This design comes from an exercise in tuning for small area, a short achievable clock period and few clock cycles per item on the open sky130 flow, not from production work.
Function was not checked in any run shown here: the RTL went through the layout flow alone.
Power is estimated from default activity; no workload was simulated.

## flow/design.v (module list and top-level ports; edited modules follow where they fit)
// module booth_enc: 17 lines
// module modmul: 1111 lines
// module bfly_addsub: 14 lines
// module g1_rom: 7 lines
// module ntt_core: 177 lines
module ntt_core #(
    parameter WIDTH = 24
)(
    input  wire          clk,
    input  wire          rst_n,
    input  wire          start,
    output reg           done,
    output reg  [7:0]    ram_addr_a,
    output reg           ram_we_a,
    output reg  [WIDTH-1:0] ram_wdata_a,
    input  wire [WIDTH-1:0] ram_rdata_a,
    output reg  [7:0]    ram_addr_b,
    output reg           ram_we_b,
    output reg  [WIDTH-1:0] ram_wdata_b,
    input  wire [WIDTH-1:0] ram_rdata_b
);
  // ...
==> flow/flow/run.sh <==
#!/bin/bash
# Layout flow: the standard ORFS flow (standard synthesis unchanged), with the
# setup repair aiming for more slack than the 10 ns clock needs, so that the
# resizer works on the design's real critical paths.
set -euo pipefail
MARGIN=$(cat flow/margin.txt)
bash standard.sh SETUP_SLACK_MARGIN=$MARGIN finish > standard.log 2>&1
==> flow/flow/margin.txt <==
6.0
==> flow/standard.sh <==
#!/bin/bash
# synth_recipe.tcl (not shown) runs the flow's synth.tcl, then flattens the netlist and writes it again
# the make line also repeats each setting of config.mk as NAME=value (left out here)
make -C /OpenROAD-flow-scripts/flow DESIGN_CONFIG=/design/flow/config.mk WORK_HOME=/design/flow/orfs CLKGATE_MAP_FILE= SYNTH_SCRIPT=/design/flow/synth_recipe.tcl "${@:-finish}"
==> flow/config.mk <==
export PLATFORM = sky130hd
export DESIGN_NAME = ntt_core
export DESIGN_NICKNAME = ntt_core
export VERILOG_FILES = /design/flow/design.v
export SDC_FILE = /design/flow/constraint.sdc
export NUM_CORES = 8
export LEC_CHECK = 0
export CAP_MARGIN = 20
export CORE_MARGIN = 2
export CORE_UTILIZATION = 40
export SLEW_MARGIN = 20
==> flow/constraint.sdc <==
create_clock -name core_clock -period 10.0 [get_ports {clk}]
set_input_delay 2.0000 -clock core_clock [delete_from_list [all_inputs] [get_ports {clk}]]
set_output_delay 2.0000 -clock core_clock [all_outputs]
set_load 0.01 [all_outputs]
==> results.cfg, run 1 <==
[run_status]
status = finished clean

[layout]
largest_register_ffs = 46
seq_cell_count = 594
final_nets = 5653
insertedDiodeCount = 5
buffer_area_share_pct = 4.295
seq_area_um2 = 12370

[worst_setup_path]
reg2reg_from = tidx[0]
cp_num_buf_inv = 3
cp_max_fo = 24
rrSetupSlack_ps = 5830
critPathKind = flop to flop

[routing]
wl_met2_um = 75150
antenna_left = 0

[timing]
fmax_ghz = 0.2400
tightestPinTransition_ps = 1225

[power_and_ir_drop]
seq_cell_power_mw = 3.85
p_int_mw = 9.425

[logic_synthesis]
avgSynthCellArea_um2 = 8.592
synth-simple-area-share_pct = 11.72
synthMuxAreaShare_pct = 3.543

[floorplanning]
initial_core_util_pct = 40.23

[min_path]
holdPathStages = 0

[global_route]
busiest_layer = met2
grt_usage_pct = 29.85

[clock_network]
clk_latency_ps = 660
clock_path_buffers = 3
==> module ntt_core, before the edit <==
module ntt_core #(
    parameter WIDTH = 24
)(
    input  wire          clk,
    input  wire          rst_n,
    input  wire          start,
    output reg           done,
    output reg  [7:0]    ram_addr_a,
    output reg           ram_we_a,
    output reg  [WIDTH-1:0] ram_wdata_a,
    input  wire [WIDTH-1:0] ram_rdata_a,
    output reg  [7:0]    ram_addr_b,
    output reg           ram_we_b,
    output reg  [WIDTH-1:0] ram_wdata_b,
    input  wire [WIDTH-1:0] ram_rdata_b
);
    localparam integer WOFS = 14;
    localparam [10:0] CC_LAST = 11'd1035;    
    reg        run;       
    reg        prm;       
    reg [10:0] cc;        
    reg [2:0]  pj;        
    reg [3:0]  pd;        
    reg [1:0]  pm;        
    wire idle = !run && !prm;
    function [7:0] pos;
        input [7:0] g;
        input [1:0] e;
        begin
            case (g[7:6])
                2'd0: pos = {e, g[5:0]};
                2'd1: pos = {g[5:4], e, g[3:0]};
                2'd2: pos = {g[5:2], e, g[1:0]};
                default: pos = {g[5:0], e};
            endcase
        end
    endfunction
    function [3:0] brv4;
        input [3:0] x;
        brv4 = {x[0], x[1], x[2], x[3]};
    endfunction
    wire [10:0] cn  = cc + 11'd1;
    wire [10:0] cw  = cc + 11'd1 - WOFS;       
    wire        rd_n = run && (cn[10] == 1'b0) && (cn[1] == 1'b0);
    wire        wr_n = run && (cc >= WOFS - 1) && (cc < CC_LAST) && (cw[1] == 1'b0);
    wire [7:0]  gr   = cn[9:2];
    wire [7:0]  gw   = cw[9:2];
    wire [2:0]  pj_n   = (pj == 3'd5) ? 3'd0 : pj + 3'd1;
    wire        pf_end = (pj == 3'd5);
    wire        plast  = pf_end && (pd == 4'd8) && (pm == 2'd1);
    wire [3:0]  pd_n   = (pf_end && ((pd != 4'd8 && pm == 2'd3))) ? pd + 4'd1 : pd;
    wire [1:0]  pm_n   = pf_end ? ((pm == 2'd3 || (pd == 4'd8 && pm == 2'd1)) ? 2'd0 : pm + 2'd1) : pm;
    wire        sec_n  = pj_n[0];
    wire [3:0]  xa_n   = {pm_n, sec_n, 1'b0};
    wire [3:0]  xb_n   = {pm_n, sec_n, 1'b1};
    wire [3:0]  ya_n   = xa_n + pd_n;
    wire [3:0]  yb_n   = xb_n + pd_n;
    wire        useb_n = (pj_n[2:1] == 2'd1);     
    wire [7:0]  pa_n   = useb_n ? {ya_n, brv4(xa_n)} : {xa_n, brv4(ya_n)};
    wire [7:0]  pb_n   = useb_n ? {yb_n, brv4(xb_n)} : {xb_n, brv4(yb_n)};
    wire        pwe_n  = (pj_n >= 3'd2);
    reg  [22:0] V;                  
    reg  [22:0] H;                  
    reg  [22:0] S, D;               
    reg  [22:0] U1, U2, U3, U4, U5; 
    reg  [7:0]  tidx;               
    reg  [22:0] Z;                  
    reg  [11:0] Wn, W1, W2;         
    wire [22:0] T;                  
    wire [22:0] S_n, D_n;
    wire [22:0] z_rom;
    wire [11:0] zn, z1, z2;
    wire [1:0]  ph = cc[1:0];
    wire [1:0]  phn = cn[1:0];
    wire [7:0]  gk  = cn[9:2];
    wire [7:0]  gk1 = cn[9:2] - 8'd1;
    reg  [7:0]  tidx_n;
    always @(*) begin
        if (phn[1] == 1'b0) begin
            case (gk[7:6])
                2'd0: tidx_n = 8'd1;
                2'd1: tidx_n = {6'b000001, gk[5:4]};
                2'd2: tidx_n = {4'b0001, gk[5:2]};
                default: tidx_n = {2'b01, gk[5:0]};
            endcase
        end else begin
            case (gk1[7:6])
                2'd0: tidx_n = {7'b0000001, phn[0]};
                2'd1: tidx_n = {5'b00001, gk1[5:4], phn[0]};
                2'd2: tidx_n = {3'b001, gk1[5:2], phn[0]};
                default: tidx_n = {1'b1, gk1[5:0], phn[0]};
            endcase
        end
    end
    g1_rom u_rom (.k(tidx), .z(z_rom));
    booth_enc u_enc (.b(Z), .bn(zn), .b1(z1), .b2(z2));
    modmul u_mul (.clk(clk), .a(V), .bn(Wn), .b1(W1), .b2(W2), .r(T));
    bfly_addsub u_as (.u(U1), .t(T), .s(S_n), .d(D_n));
    always @(posedge clk) begin
        tidx <= tidx_n;
        Z    <= z_rom;
        Wn   <= zn;
        W1   <= z1;
        W2   <= z2;
        S    <= S_n;
        D    <= D_n;
        H    <= D;
        case (ph)
            2'd1, 2'd2: V <= ram_rdata_b[22:0];
            2'd3:       V <= S;
            default:    V <= H;
        endcase
        U1 <= U2;
        U2 <= U3;
        U3 <= U4;
        U4 <= (ph == 2'd0) ? S : U5;
        U5 <= (ph == 2'd0) ? D : ram_rdata_a[22:0];
    end
    always @(posedge clk or negedge rst_n) begin
        if (!rst_n) begin
            run <= 1'b0; prm <= 1'b0; done <= 1'b0;
            cc <= 11'd0; pj <= 3'd0; pd <= 4'd1; pm <= 2'd0;
            ram_we_a <= 1'b0; ram_we_b <= 1'b0;
            ram_addr_a <= 8'd64; ram_addr_b <= 8'd192;
            ram_wdata_a <= {WIDTH{1'b0}}; ram_wdata_b <= {WIDTH{1'b0}};
        end else begin
            done <= 1'b0;
            if (prm) begin
                ram_wdata_a <= ram_rdata_a;
                ram_wdata_b <= ram_rdata_b;
            end else begin
                ram_wdata_a <= {1'b0, S};
                ram_wdata_b <= {1'b0, D};
            end
            if (idle) begin
                ram_we_a <= 1'b0; ram_we_b <= 1'b0;
                cc <= 11'd0;
                if (start) begin
                    run <= 1'b1;
                    ram_addr_a <= 8'd0; ram_addr_b <= 8'd128;    
                    cc <= 11'd1;
                end
            end else if (run) begin
                cc <= cn;
                if (cc == CC_LAST) begin
                    run <= 1'b0; prm <= 1'b1;
                    cc <= 11'd0;
                    pj <= 3'd0; pd <= 4'd1; pm <= 2'd0;
                    ram_we_a <= 1'b0; ram_we_b <= 1'b0;
                    ram_addr_a <= {4'd0, brv4(4'd1)};
                    ram_addr_b <= {4'd1, brv4(4'd2)};
                end else if (rd_n) begin
                    ram_we_a <= 1'b0; ram_we_b <= 1'b0;
                    ram_addr_a <= pos(gr, cn[0] ? 2'd0 : 2'd1);
                    ram_addr_b <= pos(gr, cn[0] ? 2'd2 : 2'd3);
                end else if (wr_n) begin
                    ram_we_a <= 1'b1; ram_we_b <= 1'b1;
                    ram_addr_a <= pos(gw, cw[0] ? 2'd2 : 2'd0);
                    ram_addr_b <= pos(gw, cw[0] ? 2'd3 : 2'd1);
                end else begin
                    ram_we_a <= 1'b0; ram_we_b <= 1'b0;
                end
            end else begin
                pj <= pj_n; pd <= pd_n; pm <= pm_n;
                if (plast) begin
                    prm <= 1'b0;
                    done <= 1'b1;
                    ram_we_a <= 1'b0; ram_we_b <= 1'b0;
                    ram_addr_a <= 8'd64; ram_addr_b <= 8'd192;
                end else begin
                    ram_we_a <= pwe_n; ram_we_b <= pwe_n;
                    ram_addr_a <= pa_n; ram_addr_b <= pb_n;
                end
            end
        end
    end
endmodule
==> inputs of run 2 (changes only) <==
--- a/flow/design.v
+++ b/flow/design.v
@@ -17,17 +17,17 @@
     endgenerate
 endmodule
 module modmul (
     input  wire        clk,
     input  wire [22:0] a,
     input  wire [11:0] bn,
     input  wire [11:0] b1,
     input  wire [11:0] b2,
-    output reg  [22:0] r
+    output reg  [24:0] r
 );
     localparam [24:0] Q = 25'd8380417;
     reg c0;
     reg c1;
     reg c2;
     reg c3;
     reg c4;
     reg c5;
@@ -1115,37 +1115,41 @@
         c129 <= w298;
     end
     wire [45:0] ps = {w824, w822, w820, w818, w816, w814, w812, w810, w808, w806, w804, w802, w800, w798, w796, w794, w792, w790, w788, w786, w784, w782, w780, w778, w776, w774, w772, w770, w768, w766, w764, w762, w760, w758, w756, w754, w752, w750, w748, w746, w744, w742, w740, w739, c2, c0};
     wire [45:0] pc = {w825, w823, w821, w819, w817, w815, w813, w811, w809, w807, w805, w803, w801, w799, w797, w795, w793, w791, w789, w787, w785, w783, w781, w779, w777, w775, w773, w771, w769, w767, w765, w763, w761, w759, w757, w755, w753, w751, w749, w747, w745, w743, w741, c5, 1'b0, c1};
     reg  [45:0] p;
     reg  [33:0] t1;
     wire [33:0] t1_n = {1'b0, p[45:13]} + {9'd0, Q} + {21'd0, p[12:0]} - {11'd0, p[12:0], 10'd0};
     wire [24:0] x0 = {4'd0, t1[33:13]} + {12'd0, t1[12:0]} - {2'd0, t1[12:0], 10'd0};
-    wire [24:0] x1 = {4'd0, t1[33:13]} + {12'd0, t1[12:0]} - {2'd0, t1[12:0], 10'd0} + Q;
     always @(posedge clk) begin
         p  <= ps + pc;
         t1 <= t1_n;
-        r  <= x0[24] ? x1[22:0] : x0[22:0];
+        r  <= x0;
     end
 endmodule
 `timescale 1ns / 1ps
-module bfly_addsub (
+module bfly_add1 (
     input  wire [22:0] u,
-    input  wire [22:0] t,
-    output wire [22:0] s,
-    output wire [22:0] d
+    input  wire [24:0] x,
+    output wire [24:0] s,
+    output wire [24:0] d
 );
-    localparam [24:0] Q = 25'd8380417;
-    wire [24:0] s0 = {2'd0, u} + {2'd0, t};
-    wire [24:0] s1 = {2'd0, u} + {2'd0, t} - Q;
-    wire [24:0] d0 = {2'd0, u} - {2'd0, t};
-    wire [24:0] d1 = {2'd0, u} - {2'd0, t} + Q;
-    assign s = s1[24] ? s0[22:0] : s1[22:0];
-    assign d = d0[24] ? d1[22:0] : d0[22:0];
+    assign s = {2'd0, u} + x;
+    assign d = {2'd0, u} - x;
+endmodule
+module bfly_red (
+    input  wire [24:0] a,      
+    output wire [22:0] r       
+);
+    wire        neg = a[24];
+    wire        ge  = ~neg & (a[23] | ((&a[22:13]) & (|a[12:0])));    
+    wire [22:0] ap  = a[22:0] - 23'd8191;                                
+    wire [22:0] am  = a[22:0] + 23'd8191;                                
+    assign r = neg ? ap : (ge ? am : a[22:0]);
 endmodule
 `timescale 1ns / 1ps
 module g1_rom (
     input  wire [7:0]  k,
     output wire [22:0] z
 );
     localparam [5887:0] TAB = 5888'hc8bf504f1d6d824bd6cd5588338b98f90394729edfc62a5a382eb15dc7ad370d9f4b3dab1eb1753410b783b73e9e9207012f7460cdb0ccf863b60d1348e23cf0289a75c876c807a2c97160bdf381282940020ef5b5a14769ca8744850b2162c4481a628efb623f33d60edc11aa63fbf8833cb363539e28234e85cd1d06377c3bae64a453f53cfbcf711a8211f3404112d82d8c94fc5a2f58c3e580339c9497d8e5c56ec8c1f1e191178763e114b452e3d825a730c1d99b6646fe6deaad2f919ce37d67843406a0cd1e651c8283ada36765b7a966b8138caed2dc3be1edf7a258c225a9cf0615e888d57a010bc1713c8e5853c8b6c2d7ba674863b69ffc6ffccbc935d0498c0b2c54c95d083f52edb3fbc2ce0165f60b116ee85e9e57a052566e94d7fe1780c99e363dc8810fbc39df7d775c145f9ffbf983dfcd0aa1262f3cc425fa8658314e87b838c463f19238d89dc7eb25393c0b960acc762f230568bc5433c1b2cfe21ca1161dd9265e7f5a692b9dadc144380a3808fbb38bbf71243dec199fc7a23640f9b875bfd8cb35ff296595673271401f2877378590a80192df2742f87b8e0f1502887d6fe3351c123981ff3d6b01b099bd3de064d81dded8002b4e1422f482a45004162d2870773364e98a5ac1e2c45d73023575027f066ccf42fbb80bda9aa29775ab48209393c5f852a7641fc67ad33d9cc944d7d980fc491119b25ff1d4b277be86bff08e37af15adbe13397fc9a161265944595da9a65c3841c23ec199b5029c4a977b61a1d8fadf898e815b5acc450d4fa606b7b0258fd18f9f1e314a8b46c82d5919a067d1313e69c3560596c98b9b2d21f56f2ea1500d810fa62f55314ac3a21d74f6d745ccf75d3c8138d60f97c15ed73f99a8951ffaecb298aaebe731fb5525df7e89665c19e47e6469851883f65369b812f99cc24f99fd5d5dfc677e17dbedec05d01b4150925a652e2bba89ab69a3696b8ea02ffa497824d54292aa64f9701cf2befa167de42f7f07af383abed07148fe8a00fff8;
     assign z = TAB[k*23 +: 23];
@@ -1162,18 +1166,17 @@
     output reg           ram_we_a,
     output reg  [WIDTH-1:0] ram_wdata_a,
     input  wire [WIDTH-1:0] ram_rdata_a,
     output reg  [7:0]    ram_addr_b,
     output reg           ram_we_b,
     output reg  [WIDTH-1:0] ram_wdata_b,
     input  wire [WIDTH-1:0] ram_rdata_b
 );
-    localparam integer WOFS = 14;
-    localparam [10:0] CC_LAST = 11'd1035;    
+    localparam [10:0] CC_LAST = 11'd1037;    
     reg        run;       
     reg        prm;       
     reg [10:0] cc;        
     reg [2:0]  pj;        
     reg [3:0]  pd;        
     reg [1:0]  pm;        
     wire idle = !run && !prm;
     function [7:0] pos;
@@ -1187,134 +1190,146 @@
                 default: pos = {g[5:0], e};
             endcase
         end
     endfunction
     function [3:0] brv4;
         input [3:0] x;
         brv4 = {x[0], x[1], x[2], x[3]};
     endfunction
-    wire [10:0] cn  = cc + 11'd1;
-    wire [10:0] cw  = cc + 11'd1 - WOFS;       
-    wire        rd_n = run && (cn[10] == 1'b0) && (cn[1] == 1'b0);
-    wire        wr_n = run && (cc >= WOFS - 1) && (cc < CC_LAST) && (cw[1] == 1'b0);
-    wire [7:0]  gr   = cn[9:2];
-    wire [7:0]  gw   = cw[9:2];
+    wire [10:0] cn   = cc + 11'd1;
+    wire [8:0]  kn   = cn[10:2];
+    wire [8:0]  kw1  = kn - 9'd3;               
+    wire [8:0]  kw2  = kn - 9'd4;               
+    wire        rd_n = run && (kn[8] == 1'b0) && (cn[0] == 1'b0);
+    wire        w1_n = run && (cn[1:0] == 2'd3) && (kn >= 9'd3) && (kw1[8] == 1'b0);
+    wire        w2_n = run && (cn[1:0] == 2'd1) && (kn >= 9'd4) && (kw2[8] == 1'b0);
     wire [2:0]  pj_n   = (pj == 3'd5) ? 3'd0 : pj + 3'd1;
     wire        pf_end = (pj == 3'd5);
     wire        plast  = pf_end && (pd == 4'd8) && (pm == 2'd1);
     wire [3:0]  pd_n   = (pf_end && ((pd != 4'd8 && pm == 2'd3))) ? pd + 4'd1 : pd;
     wire [1:0]  pm_n   = pf_end ? ((pm == 2'd3 || (pd == 4'd8 && pm == 2'd1)) ? 2'd0 : pm + 2'd1) : pm;
     wire        sec_n  = pj_n[0];
     wire [3:0]  xa_n   = {pm_n, sec_n, 1'b0};
     wire [3:0]  xb_n   = {pm_n, sec_n, 1'b1};
     wire [3:0]  ya_n   = xa_n + pd_n;
     wire [3:0]  yb_n   = xb_n + pd_n;
     wire        useb_n = (pj_n[2:1] == 2'd1);     
     wire [7:0]  pa_n   = useb_n ? {ya_n, brv4(xa_n)} : {xa_n, brv4(ya_n)};
     wire [7:0]  pb_n   = useb_n ? {yb_n, brv4(xb_n)} : {xb_n, brv4(yb_n)};
     wire        pwe_n  = (pj_n >= 3'd2);
     reg  [22:0] V;                  
     reg  [22:0] H;                  
-    reg  [22:0] S, D;               
+    reg  [24:0] SA, DA;             
     reg  [22:0] U1, U2, U3, U4, U5; 
     reg  [7:0]  tidx;               
     reg  [22:0] Z;                  
     reg  [11:0] Wn, W1, W2;         
-    wire [22:0] T;                  
+    wire [24:0] T;                  
+    wire [24:0] SA_n, DA_n;
     wire [22:0] S_n, D_n;
     wire [22:0] z_rom;
     wire [11:0] zn, z1, z2;
     wire [1:0]  ph = cc[1:0];
-    wire [1:0]  phn = cn[1:0];
-    wire [7:0]  gk  = cn[9:2];
-    wire [7:0]  gk1 = cn[9:2] - 8'd1;
+    wire [22:0] S  = ram_wdata_a[22:0];    
+    wire [22:0] D  = ram_wdata_b[22:0];
+    wire [10:0] ci  = cc + 11'd3;
+    wire [7:0]  gk  = ci[9:2];
+    wire [7:0]  gz1 = (ci[1:0] == 2'd2) ? gk : gk - 8'd1;    
+    wire [7:0]  gz2 = gk - 8'd2;                             
     reg  [7:0]  tidx_n;
     always @(*) begin
-        if (phn[1] == 1'b0) begin
-            case (gk[7:6])
+        if (!run) begin
+            tidx_n = 8'd1;
+        end else if (ci[0] == 1'b0) begin
+            case (gz1[7:6])
                 2'd0: tidx_n = 8'd1;
-                2'd1: tidx_n = {6'b000001, gk[5:4]};
-                2'd2: tidx_n = {4'b0001, gk[5:2]};
-                default: tidx_n = {2'b01, gk[5:0]};
+                2'd1: tidx_n = {6'b000001, gz1[5:4]};
+                2'd2: tidx_n = {4'b0001, gz1[5:2]};
+                default: tidx_n = {2'b01, gz1[5:0]};
             endcase
         end else begin
-            case (gk1[7:6])
-                2'd0: tidx_n = {7'b0000001, phn[0]};
-                2'd1: tidx_n = {5'b00001, gk1[5:4], phn[0]};
-                2'd2: tidx_n = {3'b001, gk1[5:2], phn[0]};
-                default: tidx_n = {1'b1, gk1[5:0], phn[0]};
+            case (gz2[7:6])
+                2'd0: tidx_n = {7'b0000001, ci[1]};
+                2'd1: tidx_n = {5'b00001, gz2[5:4], ci[1]};
+                2'd2: tidx_n = {3'b001, gz2[5:2], ci[1]};
+                default: tidx_n = {1'b1, gz2[5:0], ci[1]};
             endcase
         end
     end
     g1_rom u_rom (.k(tidx), .z(z_rom));
     booth_enc u_enc (.b(Z), .bn(zn), .b1(z1), .b2(z2));
     modmul u_mul (.clk(clk), .a(V), .bn(Wn), .b1(W1), .b2(W2), .r(T));
-    bfly_addsub u_as (.u(U1), .t(T), .s(S_n), .d(D_n));
+    bfly_add1 u_as1 (.u(U1), .x(T), .s(SA_n), .d(DA_n));
+    bfly_red  u_rs  (.a(SA), .r(S_n));
+    bfly_red  u_rd  (.a(DA), .r(D_n));
     always @(posedge clk) begin
         tidx <= tidx_n;
         Z    <= z_rom;
         Wn   <= zn;
         W1   <= z1;
         W2   <= z2;
-        S    <= S_n;
-        D    <= D_n;
-        H    <= D;
+        SA   <= SA_n;
+        DA   <= DA_n;
+        if (ph == 2'd0) H <= D;
         case (ph)
-            2'd1, 2'd2: V <= ram_rdata_b[22:0];
-            2'd3:       V <= S;
+            2'd1, 2'd3: V <= ram_rdata_b[22:0];
+            2'd0:       V <= S;
             default:    V <= H;
         endcase
         U1 <= U2;
         U2 <= U3;
-        U3 <= U4;
-        U4 <= (ph == 2'd0) ? S : U5;
-        U5 <= (ph == 2'd0) ? D : ram_rdata_a[22:0];
+        U3 <= (ph == 2'd2) ? S : U4;
+        U4 <= U5;
+        U5 <= (ph == 2'd2) ? D : ram_rdata_a[22:0];
     end
     always @(posedge clk or negedge rst_n) begin
         if (!rst_n) begin
             run <= 1'b0; prm <= 1'b0; done <= 1'b0;
             cc <= 11'd0; pj <= 3'd0; pd <= 4'd1; pm <= 2'd0;
             ram_we_a <= 1'b0; ram_we_b <= 1'b0;
             ram_addr_a <= 8'd64; ram_addr_b <= 8'd192;
             ram_wdata_a <= {WIDTH{1'b0}}; ram_wdata_b <= {WIDTH{1'b0}};
         end else begin
             done <= 1'b0;
             if (prm) begin
-                ram_wdata_a <= ram_rdata_a;
-                ram_wdata_b <= ram_rdata_b;
+                ram_wdata_a <= {1'b0, ram_rdata_a[22:0]};
+                ram_wdata_b <= {1'b0, ram_rdata_b[22:0]};
             end else begin
-                ram_wdata_a <= {1'b0, S};
-                ram_wdata_b <= {1'b0, D};
+                ram_wdata_a <= {1'b0, S_n};
+                ram_wdata_b <= {1'b0, D_n};
             end
             if (idle) begin
                 ram_we_a <= 1'b0; ram_we_b <= 1'b0;
                 cc <= 11'd0;
                 if (start) begin
                     run <= 1'b1;
-                    ram_addr_a <= 8'd0; ram_addr_b <= 8'd128;    
                     cc <= 11'd1;
                 end
             end else if (run) begin
                 cc <= cn;
                 if (cc == CC_LAST) begin
                     run <= 1'b0; prm <= 1'b1;
                     cc <= 11'd0;
                     pj <= 3'd0; pd <= 4'd1; pm <= 2'd0;
                     ram_we_a <= 1'b0; ram_we_b <= 1'b0;
                     ram_addr_a <= {4'd0, brv4(4'd1)};
                     ram_addr_b <= {4'd1, brv4(4'd2)};
                 end else if (rd_n) begin
                     ram_we_a <= 1'b0; ram_we_b <= 1'b0;
-                    ram_addr_a <= pos(gr, cn[0] ? 2'd0 : 2'd1);
-                    ram_addr_b <= pos(gr, cn[0] ? 2'd2 : 2'd3);
-                end else if (wr_n) begin
+                    ram_addr_a <= pos(kn[7:0], cn[1] ? 2'd0 : 2'd1);
+                    ram_addr_b <= pos(kn[7:0], cn[1] ? 2'd2 : 2'd3);
+                end else if (w1_n) begin
+                    ram_we_a <= 1'b1; ram_we_b <= 1'b1;
+                    ram_addr_a <= pos(kw1[7:0], 2'd0);
+                    ram_addr_b <= pos(kw1[7:0], 2'd1);
+                end else if (w2_n) begin
                     ram_we_a <= 1'b1; ram_we_b <= 1'b1;
-                    ram_addr_a <= pos(gw, cw[0] ? 2'd2 : 2'd0);
-                    ram_addr_b <= pos(gw, cw[0] ? 2'd3 : 2'd1);
+                    ram_addr_a <= pos(kw2[7:0], 2'd2);
+                    ram_addr_b <= pos(kw2[7:0], 2'd3);
                 end else begin
                     ram_we_a <= 1'b0; ram_we_b <= 1'b0;
                 end
             end else begin
                 pj <= pj_n; pd <= pd_n; pm <= pm_n;
                 if (plast) begin
                     prm <= 1'b0;
                     done <= 1'b1;
==> flow/flow/margin.txt (replaced) <==
6.5
==> run 2 against run 1 <==
First-iteration DRC count shrank 11%. Fmax grew 4.9%. Flip-flop and latch count grew 3. Synthesized cell count grew 3.0%. Cell count grew 2.9%. Die area grew 2.4%. Critical endpoint is now u_mul.r[22]. Largest power group unchanged.
==> results.cfg, run 2 <==
[floorplanning]
initial_core_util_pct = 40.36
die_y_um = 341.1
die_area_um2 = 116400
row_count = 123
io_pins = 118
fp.dieW_um = 341.1
core_area_um2 = 112700

[power_and_ir_drop]
combPwrFrac_pct = 52.1
clkPwrFrac_pct = 20.3
power_leakage_nw = 20.93
power_switching_mw = 5.686
p_int_mw = 7.864
max-vdd-ir-drop_mv = 0.2224
swShare_pct = 41.96
p_seq_share_pct = 27.6
powerDensity_nw_per_um2 = 260.4

[timing]
fmax_ghz = 0.2517
period_needed_ps = 3973
rsz0062_at_grt = true
relSlewSlack_pct = 28.80
post-route-period-util_pct = 39.73
hold_viol_final = 0
slew_viol_final = 0
setup_viol = 0
finalSetupTns_ps = 0
finClkSkew_ps = 38.43
tightestPinTransition_ps = 1064

[clock_network]
cts_root_buf = clkbuf_16
cts_inserted_buffers = 70
cts_tree = built
htree_levels = 3
clk_latency_ps = 650
clock_path_buffers = 3
clk_pin_slew_worst_paths_ps = 60
holdBufCountCts = 0
clock_sinks = 597

[layout]
largest_register_ffs = 46
syn_to_final_growth_pct = 14.43
top_regs = u_mul.p: 46 flops, u_mul.t1: 34 flops
final_nets = 5820
most-common-layout-cells = dfxtp_1, inv_1, xnor2_1, nand2_1, o21ai_0
final_cells = 6860
layout_commonest_cell = dfxtp_1
seq_area_um2 = 12670
nFillCells = 11050
regMostFlops = u_mul.p
multi_input_area_um2 = 30810
drive_gt1_share_pct = 12.15

[min_path]
holdPathStages = 0
holdCritPathClass = flop to flop

[worst_setup_path]
critPathKind = flop to flop
endpoint_kind = flop
cpMaxStageDelayCell = fa_2
cpPeakStageDelay_ps = 390
crit_cells = 22
crit_chain = ha_4, inv_2, fa_2, nor2b_2, o21ai_2, a21boi_2, o21ai_2, a21oi_2, o2111ai_2, nand3_2, ha_4, inv_2, fa_2, a21o_1, a21oi_2, o21ai_2, a21oi_2, nor2b_1, o21a_1, o31a_1, o21bai_2, xor2_1
cp_max_fo = 3
crit_arrival_ps = 4560
crit_family = compound AO/OA/AOI/OAI gates
required_ps = 10580
crit_path_start_kind = flop
cp_num_buf_inv = 2
reg2regPathDepth = 22

[logic_synthesis]
syn_area_um2 = 45460
synth_top_area_share_pct = 21.49
yosysUniqueCellTypes = 105
post-synth-top-area-cell = dfxtp_1
yosys_warnings = 2
syn_inst = 5320
synth.most_common_cell = dfxtp_1
async_flop_share_pct = 14.41
avgSynthCellArea_um2 = 8.546
synthTopCellsByArea = dfxtp_1, fa_1, xnor2_1
synthFlopType = dfxtp_1
yosys-top-cells-count = dfxtp_1, o21ai_0, inv_1, xnor2_1, nand2_1
yosys_register_bits = 597
synth_edf_count = 23
ys_seq_area_share_pct = 27.75

[placement]
placed_cells = 6643
portBuffers = 113
dp.final_hpwl_um = 123100
gp_congestion = 1.013

[routing]
drtIter0Drc = 5027
antenna_left = 0
vias = 41730
first_pass_iters = 9
drc = 0
vias_per_cell = 6.084
wl_per_cell_um = 25.59
wl_um = 175500

[global_route]
overflow = 0
antenna_found_initial = 15
grt_pass1_wl_um = 258600
grt_usage_pct = 29.15
grt_max_degree = 194
grt_pass1_vias = 39490

[run_status]
status = finished clean

[flow_run]
maxCapViolCount = 0
==> run 2: area by class of cell <==
| type | count | share of cell area (%) |
|---|---|---|
| timing repair buffer | 295 | 4.957 |
| clock inverter | 42 | 1.082 |
| clock buffer | 87 | 3.745 |
| inverter | 407 | 2.992 |
| sequential | 597 | 24.35 |
| antenna | 11 | 0.05291 |
| multi-input combinational | 3921 | 59.22 |
| tap | 1500 | 3.607 |
==> run 2: final timing paths <==
kind | start | end | slack, ps
setup / recovery | u_mul.t1[0] | u_mul.r[22] | 6030
hold / removal | U2[7] | U1[7] | 300
setup reg to reg | u_mul.t1[0] | u_mul.r[22] | 6030
hold reg to reg | U2[7] | U1[7] | 300
max in group asynchronous | rst_n | ram_wdata_a[20] | 7440
min in group asynchronous | rst_n | ram_addr_b[0] | 1280
==> run 2: cells by family after synthesis <==
kind of cell             share of synthesized area (%)
AND/OR/NAND/NOR                                  12.79
other                                         0.008248
multiplexers                                     2.793
XOR/XNOR                                         9.701
buffers and inverters                            6.792
AO/OA/AOI/OAI                                    23.29
flip-flops                                       27.75
adder cells (fa/ha/maj)                          16.88
==> run 2: timing repair <==
item                                    CTS  global route
buffers inserted                         42            32
gates resized for setup                 217           129
pin swaps                                33            36
cloned                                    1             2
endpoints found under the setup margin  160            82
==> run 2: power groups by stage <==
| stage | Clock, mW | Sequential (mW) | Combinational [mW] |
|---|---|---|---|
| floorplan | 0 | 3.58 | 4.91 |
| global placement | 0 | 3.77 | 6.63 |
| detailed placement | 0 | 3.78 | 6.67 |
| CTS | 2.81 | 3.74 | 6.80 |
| global route | 2.91 | 3.82 | 7.78 |
| finish | 2.76 | 3.74 | 7.06 |
==> run 2: stage by stage <==
step / hold slack (ps) / area (µm²) / util, % / power, mW / setup WS (ps)
after global placement: 310.5 / 47850 / 42.48 / 10.40 / 4974
final: 304.0 / 52030 / 46.18 / 13.55 / 6027
after floorplan: 309.6 / 45530 / - / 8.492 / 6271
after global routing: 298.4 / 52010 / 46.16 / 14.51 / 5803
after CTS: 302.9 / 51180 / 45.43 / 13.35 / 5931
after detailed placement: 312.1 / 47850 / 42.48 / 10.46 / 4968
==> run 2: per-layer routing <==
layer	up-vias	share of wire [%]	track usage (%)
met5	-	0.038	0
met4	10	5.7	15.03
met3	560	9.0	6.066
met2	2244	44	45.27
met1	20190	41	38.24
li1	18730	-	-
==> inputs of run 3 (changes only) <==
==> flow/flow/margin.txt (replaced) <==
6.8
==> run 3 against run 2 <==
Critical path type unchanged. Global-route usage grew 0.24 points. Fmax shrank 2.6%. Register-to-register slack lost 100 ps. Largest cell class unchanged.
==> results.cfg, run 3 <==
[timing]
finalSetupTns_ps = 0
finClkSkew_ps = 55.22
hold_viol_final = 0
tightestPinTransition_ps = 1034
slew_viol_final = 0
post-route-period-util_pct = 40.78
fmax_ghz = 0.2452
period_needed_ps = 4078
relSlewSlack_pct = 31.09
rsz0062_at_grt = true
setup_viol = 0
holdWs_ps = 304.5

[logic_synthesis]
yosys_warnings = 2
async_flop_share_pct = 14.41
yosys_register_bits = 597
yosys-top-cells-count = dfxtp_1, o21ai_0, inv_1, xnor2_1, nand2_1
synth_edf_count = 23
ys_seq_area_share_pct = 27.75
synthTopCellsByArea = dfxtp_1, fa_1, xnor2_1
avgSynthCellArea_um2 = 8.546
syn_inst = 5320
post-synth-top-area-cell = dfxtp_1
syn_area_um2 = 45460
yosysUniqueCellTypes = 105
synthFlopType = dfxtp_1
synth.most_common_cell = dfxtp_1
synth_top_area_share_pct = 21.49

[clock_network]
htree_levels = 3
cts_tree = built
cts_root_buf = clkbuf_16
cts_inserted_buffers = 71
clk_latency_ps = 640
clock_path_buffers = 3
clk_pin_slew_worst_paths_ps = 60
clock_sinks = 597

[power_and_ir_drop]
clkPwrFrac_pct = 19.3
p_seq_share_pct = 26.4
combPwrFrac_pct = 54.3
max-vdd-ir-drop_mv = 0.1910
swShare_pct = 41.78
powerDensity_nw_per_um2 = 260.9
power_leakage_nw = 21.66
power_switching_mw = 5.886
p_int_mw = 8.202

[global_route]
use_met2_pct = 45.41
grt_max_degree = 118
grt_pass1_vias = 40490
grt_usage_pct = 29.39
busiest_layer = met2
grt_pass1_wl_um = 260900
grtUsageMet1_pct = 37.99
grt_util_met3_pct = 6.785
overflow = 0
antenna_found_initial = 9

[worst_setup_path]
crit_family = compound AO/OA/AOI/OAI gates
reg2regPathDepth = 22
crit_arrival_ps = 4650
cpPeakStageDelay_ps = 350
required_ps = 10570
cpMaxStageDelayCell = fa_2
r2r-end = u_mul.r[22]
critPathKind = flop to flop
crit_chain = ha_4, inv_2, fa_2, nor2b_2, o21ai_2, a21boi_2, o21ai_2, a21oi_2, o2111ai_4, nand3b_1, a21oi_2, xnor2_2, ha_1, a21o_1, a21oi_2, o21ai_2, a21oi_2, nor2b_1, o21a_1, o31a_1, o21bai_4, xor2_1
cp_num_buf_inv = 1
endpoint_kind = flop
path_common_cell = a21oi_2
rrSetupSlack_ps = 5920
cp_max_fo = 3
reg2reg_from = u_mul.t1[0]
crit_path_start_kind = flop

[routing]
wl_per_cell_um = 25.66
vias_per_cell = 6.106
drc = 0
vias = 42490
first_pass_iters = 8
antenna_left = 0
drtIter0Drc = 5167
wl_um = 178500

[placement]
dp.final_hpwl_um = 121500
gp_congestion = 1.063
portBuffers = 113

[layout]
regMostFlops = u_mul.p
drive_gt1_share_pct = 17.35
largest_register_ffs = 46
seq_area_um2 = 12720
nFillCells = 10840
top_regs = u_mul.p: 46 flops, u_mul.t1: 34 flops
layout_commonest_cell = dfxtp_1
most-common-layout-cells = dfxtp_1, xnor2_1, inv_1, nand2_1, o21ai_0
syn_to_final_growth_pct = 18.78
final_nets = 5925
multi_input_area_um2 = 31660

[min_path]
holdPathStages = 0
hold_end = U1[7]
hp-start = U2[7]
holdCritPathClass = flop to flop

[floorplanning]
die_y_um = 341.1
die_area_um2 = 116400
initial_core_util_pct = 40.36
io_pins = 118
core_area_um2 = 112700
fp.dieW_um = 341.1
row_count = 123

[run_status]
status = finished clean

[flow_run]
maxCapViolCount = 0
-- run 3: metal layers --
| metal | vias to the layer above | wire [µm] |
|---|---|---|
| li1 | 18930 | - |
| met1 | 20450 | 70570 |
| met2 | 2420 | 78280 |
| met3 | 678 | 17790 |
| met4 | 6 | 11870 |
| met5 | - | 37 |
-- run 3: per-stage QoR --
step / cells / power [mW] / setup WS [ps] / util [%] / cell area (µm²)
after floorplan: 5321 / 8.498 / 6271 / - / 45560
after global placement: 6633 / 10.43 / 4896 / 42.40 / 47760
after detailed placement: 6633 / 10.48 / 4885 / 42.40 / 47760
after CTS: 6877 / 13.70 / 5932 / 46.34 / 52200
after global routing: 6955 / 15.02 / 5719 / 47.93 / 53990
final: 6958 / 14.09 / 5922 / 47.94 / 54000
-- run 3: worst reg2reg max path, stage by stage (launching register included) --
cell and delay, ps:
dfxtp_2 340, ha_4 130, inv_2 30, fa_2 350
nor2b_2 140, o21ai_2 80, a21boi_2 180, o21ai_2 80
a21oi_2 220, o2111ai_4 170, nand3b_1 150, a21oi_2 80
xnor2_2 230, ha_1 290, a21o_1 200, a21oi_2 170
o21ai_2 80, a21oi_2 150, nor2b_1 60, o21a_1 180
o31a_1 290, o21bai_4 220, xor2_1 170
-- run 3: how the worst max path moves through the flow --
stage / startpoint / end / slack, ps / cells past startpoint
2_1_floorplan: u_mul.t1[0] / u_mul.r[22] / 6270 / 22
3_3_place_gp: cc[1] / ram_addr_a[0] / 4900 / 12
3_5_place_dp: cc[1] / ram_addr_b[0] / 4880 / 12
4_1_cts: u_mul.t1[13] / u_mul.r[22] / 5930 / 22
5_1_grt: u_mul.t1[0] / u_mul.r[22] / 5720 / 25
6_report: u_mul.t1[0] / u_mul.r[22] / 5920 / 22
-- run 3: kinds of logic after synthesis --
family,share of synthesized area (%)
compound gates,23.29
xor+xnor,9.701
fa+ha+maj,16.88
buf+inv,6.792
flops,27.75
mux,2.793
other cells,0.008248
simple gates,12.79
-- run 3: timing repair --
item / 4_1_cts / 5_1_grt
setup endpoints to repair: 215 / 168
gates resized for setup: 577 / 275
cloned: 6 / 3
buffers inserted: 108 / 74
hold buffers: 0 / 0
pin swaps: 68 / 97
-- run 3: cell type report --
type | count | share of cell area, %
Multi-Input combinational cell | 3922 | 58.62
Sequential cell | 597 | 23.56
Timing Repair Buffer | 397 | 6.745
Clock buffer | 101 | 3.821
Tap cell | 1500 | 3.475
Inverter | 407 | 2.959
Clock inverter | 29 | 0.7854
Antenna cell | 4 | 0.01854
Timing Repair inverter | 1 | 0.01390
-- run 3: power groups by stage --
stage	Sequential [mW]	Clock, mW	Combinational [mW]
after floorplan	3.58	0	4.92
after global placement	3.77	0	6.66
after detailed placement	3.78	0	6.71
after CTS	3.72	2.77	7.21
after global routing	3.79	2.87	8.36
final	3.72	2.71	7.65

## what the ideal ports hide
The flow's constraints put no driver on any port. The routed layouts listed below were extracted and timed again, unchanged, in two steps.
Step 1, drivers: a clkbuf_16 drives clk and a buf_2 each remaining input, both assumed.
Step 2 adds t to the input delays and takes it off the output delays; t is the mean of the earliest and latest rising clock arrival at the registers after step 1. Input paths then give back, and output paths get back, about the clock's delay inside the block.
a / b / c = ideal ports / drivers / drivers and shift; a / b = the first two.
run | shift t [ns] | setup slack, ns | worst register clock-pin slew, ns | cell pins on the clock port's net
run 1 | 0.711 | 5.834 / 5.834 / 5.834 | 0.07 / 0.07 | 1
run 2 | 0.696 | 6.027 / 6.027 / 6.027 | 0.07 / 0.07 | 1
run 3 | 0.681 | 5.922 / 5.922 / 5.922 | 0.07 / 0.07 | 1
After both steps every run listed still meets setup and hold.
